Context: an optimization exercise on an open-source flow, tuned for small area. The choices shown serve that exercise and are no tape-out recipe. Function was checked by simulation only, so behaviour that the tests miss may differ from the original.

==> flow/design.v (outline; a module is shown in full before it is edited, if it fits) <==
// module nco: 1534 lines
module nco (
	input  wire        clk_i,
	input  wire        rst_n,
	input  wire [31:0] acc_i,
	output wire [15:0] cos_o,
	output wire [15:0] sin_o
);
  // ...
==> flow/flow/run.sh <==
#!/bin/bash
# The standard ORFS layout (standard.sh) with these changes passed as make variables:
#  - ports are buffered with sky130_fd_sc_hd__buf_1 (every input and output still gets a buffer)
#  - CTS does not insert dummy load cells
#  - global placement is not routability-driven
# The full output of the run is kept in standard.log; ORFS keeps its per-step logs under orfs/logs.
set -o pipefail
bash standard.sh \
  "BUFFER_PORTS_ARGS=-buffer_cell sky130_fd_sc_hd__buf_1" \
  "CTS_ARGS=-sink_clustering_enable -repair_clock_nets -sink_clustering_size 18 -sink_clustering_max_diameter 80 -buf_list sky130_fd_sc_hd__clkbuf_8 -dont_use_dummy_load" \
  "GPL_ROUTABILITY_DRIVEN=0" \
  finish > standard.log 2>&1
==> flow/standard.sh <==
#!/bin/bash
# synth_recipe.tcl (not shown) runs the flow's synth.tcl, then flattens the netlist and writes it again
# the make line also repeats each setting of config.mk as NAME=value (left out here)
make -C /OpenROAD-flow-scripts/flow DESIGN_CONFIG=/design/flow/config.mk WORK_HOME=/design/flow/orfs CLKGATE_MAP_FILE= SYNTH_SCRIPT=/design/flow/synth_recipe.tcl "${@:-finish}"
==> flow/config.mk <==
export PLATFORM = sky130hd
export DESIGN_NAME = nco
export DESIGN_NICKNAME = nco
export VERILOG_FILES = /design/flow/design.v
export SDC_FILE = /design/flow/constraint.sdc
export NUM_CORES = 4
export LEC_CHECK = 0
export CAP_MARGIN = 20
export CORE_MARGIN = 2
export CORE_UTILIZATION = 40
export CTS_BUF_LIST = sky130_fd_sc_hd__clkbuf_16
export CTS_CLUSTER_DIAMETER = 100
export CTS_CLUSTER_SIZE = 30
export SLEW_MARGIN = 20
==> flow/constraint.sdc <==
create_clock -name core_clock -period 5.0 [get_ports {clk_i}]
set_input_delay 1.0000 -clock core_clock [delete_from_list [all_inputs] [get_ports {clk_i}]]
set_output_delay 1.0000 -clock core_clock [all_outputs]
set_load 0.01 [all_outputs]
==> impl_metrics.csv, run 1 <==
group,metric,value,unit
sta,fin_tns_setup,0,ns
cells_and_area,top_register,"acc",
place,placed_area,28700,µm²
routing,routedWlPerCell,15.3,µm
cells_and_area,drive_gt1_share,7.37,%
cells_and_area,n_antenna_cell,1,
routing,routed-wl-met2,29300,µm
sta,timing.fmax,0.209,GHz
outcome,outcome,"finished clean",
critical_path,critPathLaunchType,"flip-flop",
synthesis,synth_fp_nets,3231,
sta,rsz0062_at_grt,"true",
critical_path,worst-setup-path-type,"reg -> reg",
routing,drt-initial-drc-count,1343,
worst_hold_path,hold_path.class,"reg -> reg",
synthesis,synth-async-reset-ratio,8.05,%
global_routing,busiest_layer,"met2",
worst_hold_path,min_path_cells,0,
routing,wl_met3,2930,µm
sta,whs,0.308,ns
synthesis,ys_ff_latch,435,
clocking,cts_max_path_buffers,3,
cells_and_area,layout_commonest_cell,"dfxtp_1",
synthesis,synth_fa_ha_area_share,16.0,%
synthesis,ys_top_cells_by_count,"dfxtp_1, xnor2_1, inv_1, a21oi_1, nor2_1",
routing,totalWireLength,59600,µm
cells_and_area,stdcell_area,29300,µm²
cells_and_area,nClkBuffers,37,
clocking,cts.sinks,435,
critical_path,rrSetupSlack,0.22,ns
==> inputs of run 2 (changes only) <==
--- a/flow/flow/run.sh
+++ b/flow/flow/run.sh
@@ -4,3 +4,4 @@
 #  - CTS does not insert dummy load cells
-#  - global placement is not routability-driven
+#  - timing-driven global placement does not keep the resizer's buffers (GPL_KEEP_OVERFLOW=0)
+#  - the post-CTS and post-route timing repairs aim for 0.1 ns of setup slack
 # The full output of the run is kept in standard.log; ORFS keeps its per-step logs under orfs/logs.
@@ -10,3 +11,4 @@
   "CTS_ARGS=-sink_clustering_enable -repair_clock_nets -sink_clustering_size 18 -sink_clustering_max_diameter 80 -buf_list sky130_fd_sc_hd__clkbuf_8 -dont_use_dummy_load" \
-  "GPL_ROUTABILITY_DRIVEN=0" \
+  "GPL_KEEP_OVERFLOW=0" \
+  "SETUP_SLACK_MARGIN=0.1" \
   finish > standard.log 2>&1
==> run 2 against run 1 <==
Net effect: die area unchanged; largest cell class unchanged; count of clock-buffer cells in the layout is 2 lower; first-iteration DRC count shrank 4.4%; highest routed layer unchanged; register-to-register slack gained 0.02 ns.
==> impl_metrics.csv, run 2 <==
group,metric,value,unit
outcome,outcome,"finished clean",
sta,relSlewSlack,33.6,%
sta,rsz0062_at_grt,"true",
critical_path,critPathLaunchType,"flip-flop",
synthesis,yosysMostFrequentCell,"dfxtp_1",
critical_path,path_buf_inv,1,
sta,period_share,95.2,%
clocking,root_buffer,"clkbuf_8",
place,place_ws,-0.654,ns
sta,final-max-slew-violation-count,0,
synthesis,synth_fp_nets,3231,
critical_path,cp.depth,19,
critical_path,ff2ff_path_depth,19,
critical_path,cp_cell_sequence,"fa_2, fa_2, nor2b_2, o31a_1, o211ai_1, a21oi_2, buf_4, o211ai_1, a21boi_2, xnor2_2, ha_1, a21boi_2, o21ai_2, a21oi_2, a2111o_1, nor4_4, and2b_2, nand3b_1, xnor2_1",
global_routing,grt_overflow,0,
synthesis,ys_top_cells_by_count,"dfxtp_1, xnor2_1, inv_1, a21oi_1, nor2_1",
sta,timing.fmax,0.210,GHz
floorplan,die_h,264,µm
cells_and_area,mostFrequentLayoutCells,"dfxtp_1, xnor2_1, inv_1, a21oi_1, nor2_1",
routing,drc,0,
synthesis,ys_seq_area_share,33.0,%
floorplan,coreArea,66900,µm²
synthesis,ys_ff_latch,435,
routing,drtAntennaViolNets,0,
synthesis,synth_warnings,1,
place,place_congestion,0.912,
sta,hold_violations,0,
sta,setup_ws,0.238,ns
critical_path,worstPathArrival,5.23,ns
cells_and_area,drive_gt1_share,8.92,%
sta,worst_slew_pin_slew,0.995,ns
floorplan,ios,66,
routing,vias_per_cell,5.16,
routing,totalWireLength,59400,µm
clocking,insertion_delay,0.63,ns
run,cap_violations,0,
synthesis,ys_top_cells_by_area,"dfxtp_1, xnor2_1, fa_1",
clocking,cts_tree,"yes",
worst_hold_path,hold_path.class,"in -> async",
critical_path,worst-setup-path-type,"reg -> reg",
clocking,htree_levels,2,
global_routing,grt_max_degree,72,
sta,whs,0.189,ns
place,hpwl,44700,µm
clocking,cts_max_path_buffers,3,
global_routing,track_usage,16.9,%
critical_path,slowest_stage,"a2111o_1",
critical_path,cp_top_family,"compound AO/OA/AOI/OAI gates",
synthesis,syn-cell-area,27000,µm²
routing,routed-wl-met2,29500,µm
cells_and_area,area_delta_synth_final,9.72,%
cells_and_area,nets,3288,
sta,fin_tns_setup,0,ns
routing,wl_met1,25000,µm
synthesis,synth_top_area_cell,"dfxtp_1",
floorplan,dieWidth,264,µm
clocking,clkTransAtPathRegs,0.11,ns
cells_and_area,top_register,"acc",
clocking,cts_hold_buf,0,
critical_path,required,5.47,ns
critical_path,end_kind,"flip-flop",
synthesis,syn_inst,2928,
cells_and_area,layout_commonest_cell,"dfxtp_1",
synthesis,synthFlopType,"dfxtp_1",
cells_and_area,stdcell_area,29600,µm²
synthesis,synth-async-reset-ratio,8.05,%
synthesis,synth-edff-count,0,
routing,wl_met3,3040,µm
sta,layout_min_cycle_time,4.76,ns
sta,skew,0.0593,ns
place,placed_area,28100,µm²
critical_path,cp_max_fo,4,
floorplan,die_area,69500,µm²
routing,num_vias,19919,
routing,drt_pass1_iterations,6,
routing,routedWlPerCell,15.4,µm
global_routing,grt_first_pass_wirelength,96400,µm
critical_path,rrSetupSlack,0.24,ns
clocking,cts_buffers,35,
global_routing,antenna_found_initial,2,
floorplan,rows,95,
synthesis,avgSynthCellArea,9.20,µm²
cells_and_area,post-route-util,44.2,%
sta,finalSetupViolations,0,
global_routing,grt_pass1_vias,19041,
cells_and_area,largest_register_ffs,32,
routing,drt-initial-drc-count,1284,
place,port_buffers,65,
critical_path,slowest_delay,0.43,ns
synthesis,synthDistinctLibCells,107,
routing,dr.max_layer_used,"met4",
clocking,cts.sinks,435,
synthesis,synth_top_area_share,29.7,%
floorplan,start_util,40.3,%
-- run 2: changes by cell type in the layout (fill, tap and decap cells not counted), sizes merged --
cell	previous run	this run
clkinvlp	0	4
diode	1	2
inv	295	293
buf	165	122
clkbuf	38	35
-- run 2: area by class of cell --
| class | instances | area, µm² |
|---|---|---|
| fill | 6593 | 37400 |
| sequential | 435 | 8930 |
| tap | 873 | 1090 |
| multi-input combinational | 2091 | 17100 |
| antenna | 2 | 5.00 |
| clock buffer | 35 | 482 |
| inverter | 298 | 1130 |
| timing repair buffer | 122 | 800 |
| timing repair inverter | 2 | 10.0 |
-- run 2: worst paths after layout --
kind / start / endpoint
setup / recovery: r12_d7 / r13_y[16]
hold / removal: rst_n / acc[6]
setup reg to reg: r12_d7 / r13_y[16]
hold reg to reg: r11_d9 / r12_d9
max in group asynchronous: rst_n / acc[27]
min in group core_clock: r11_d9 / r12_d9
-- run 2: through the flow --
stage / std cells
2_1_floorplan: 2928
3_3_place_gp: 3762
3_5_place_dp: 3770
4_1_cts: 3815
5_1_grt: 3858
6_report: 3858
-- run 2: kinds of logic after synthesis --
group / Yosys count / share of synthesized area [%]
flip-flops: 435 / 33.0
AO/OA/AOI/OAI: 621 / 14.9
multiplexers: 32 / 1.23
adder cells (fa/ha/maj): 273 / 16.0
AND/OR/NAND/NOR: 647 / 12.0
XOR/XNOR: 518 / 17.3
buffers and inverters: 402 / 5.69
-- run 2: routing by layer --
metal  track usage (%)  vias up
li1                  -     9940
met1              20.7     9343
met2              30.1      508
met3              2.64      128
met4              5.50        0
met5                 0        -
-- run 2: timing repair --
action / in CTS / in global routing
hold endpoints to repair: 0 / 0
endpoints found under the setup margin: 73 / 87
pin swaps: 7 / 42
cloned: 1 / 1
setup buffers: 9 / 40
gates resized for setup: 33 / 94

## static timing again, ports no longer ideal
In the flow no input, the clock included, has a driving cell. The finished layouts below were timed again as built, in two steps. Step 1: set_driving_cell puts a clkbuf_16 on clk_i and a buf_2 on each other input, an assumption about the parent block. Step 2 moves the port delays by t, midway between the first and last clock arrival at a register: inputs arrive t later, outputs are due t later. That takes back most of the time a late clock gives input paths. a / b / c = ideal ports / drivers / drivers and shift; a / b = the first two.
run | shift t [ns] | setup slack, ns | worst hold slack (ns) | latest minus earliest clock arrival (ns) | worst slew at a driven data input, ns
run 1 | 0.660 | 0.217 / 0.217 / 0.217 | 0.308 / 0.308 / 0.308 | 0.139 / 0.138 | 0.03
run 2 | 0.660 | 0.238 / 0.238 / 0.238 | 0.189 / 0.151 / 0.310 | 0.062 / 0.062 | 0.04
After both steps setup and hold are still met in every run listed.
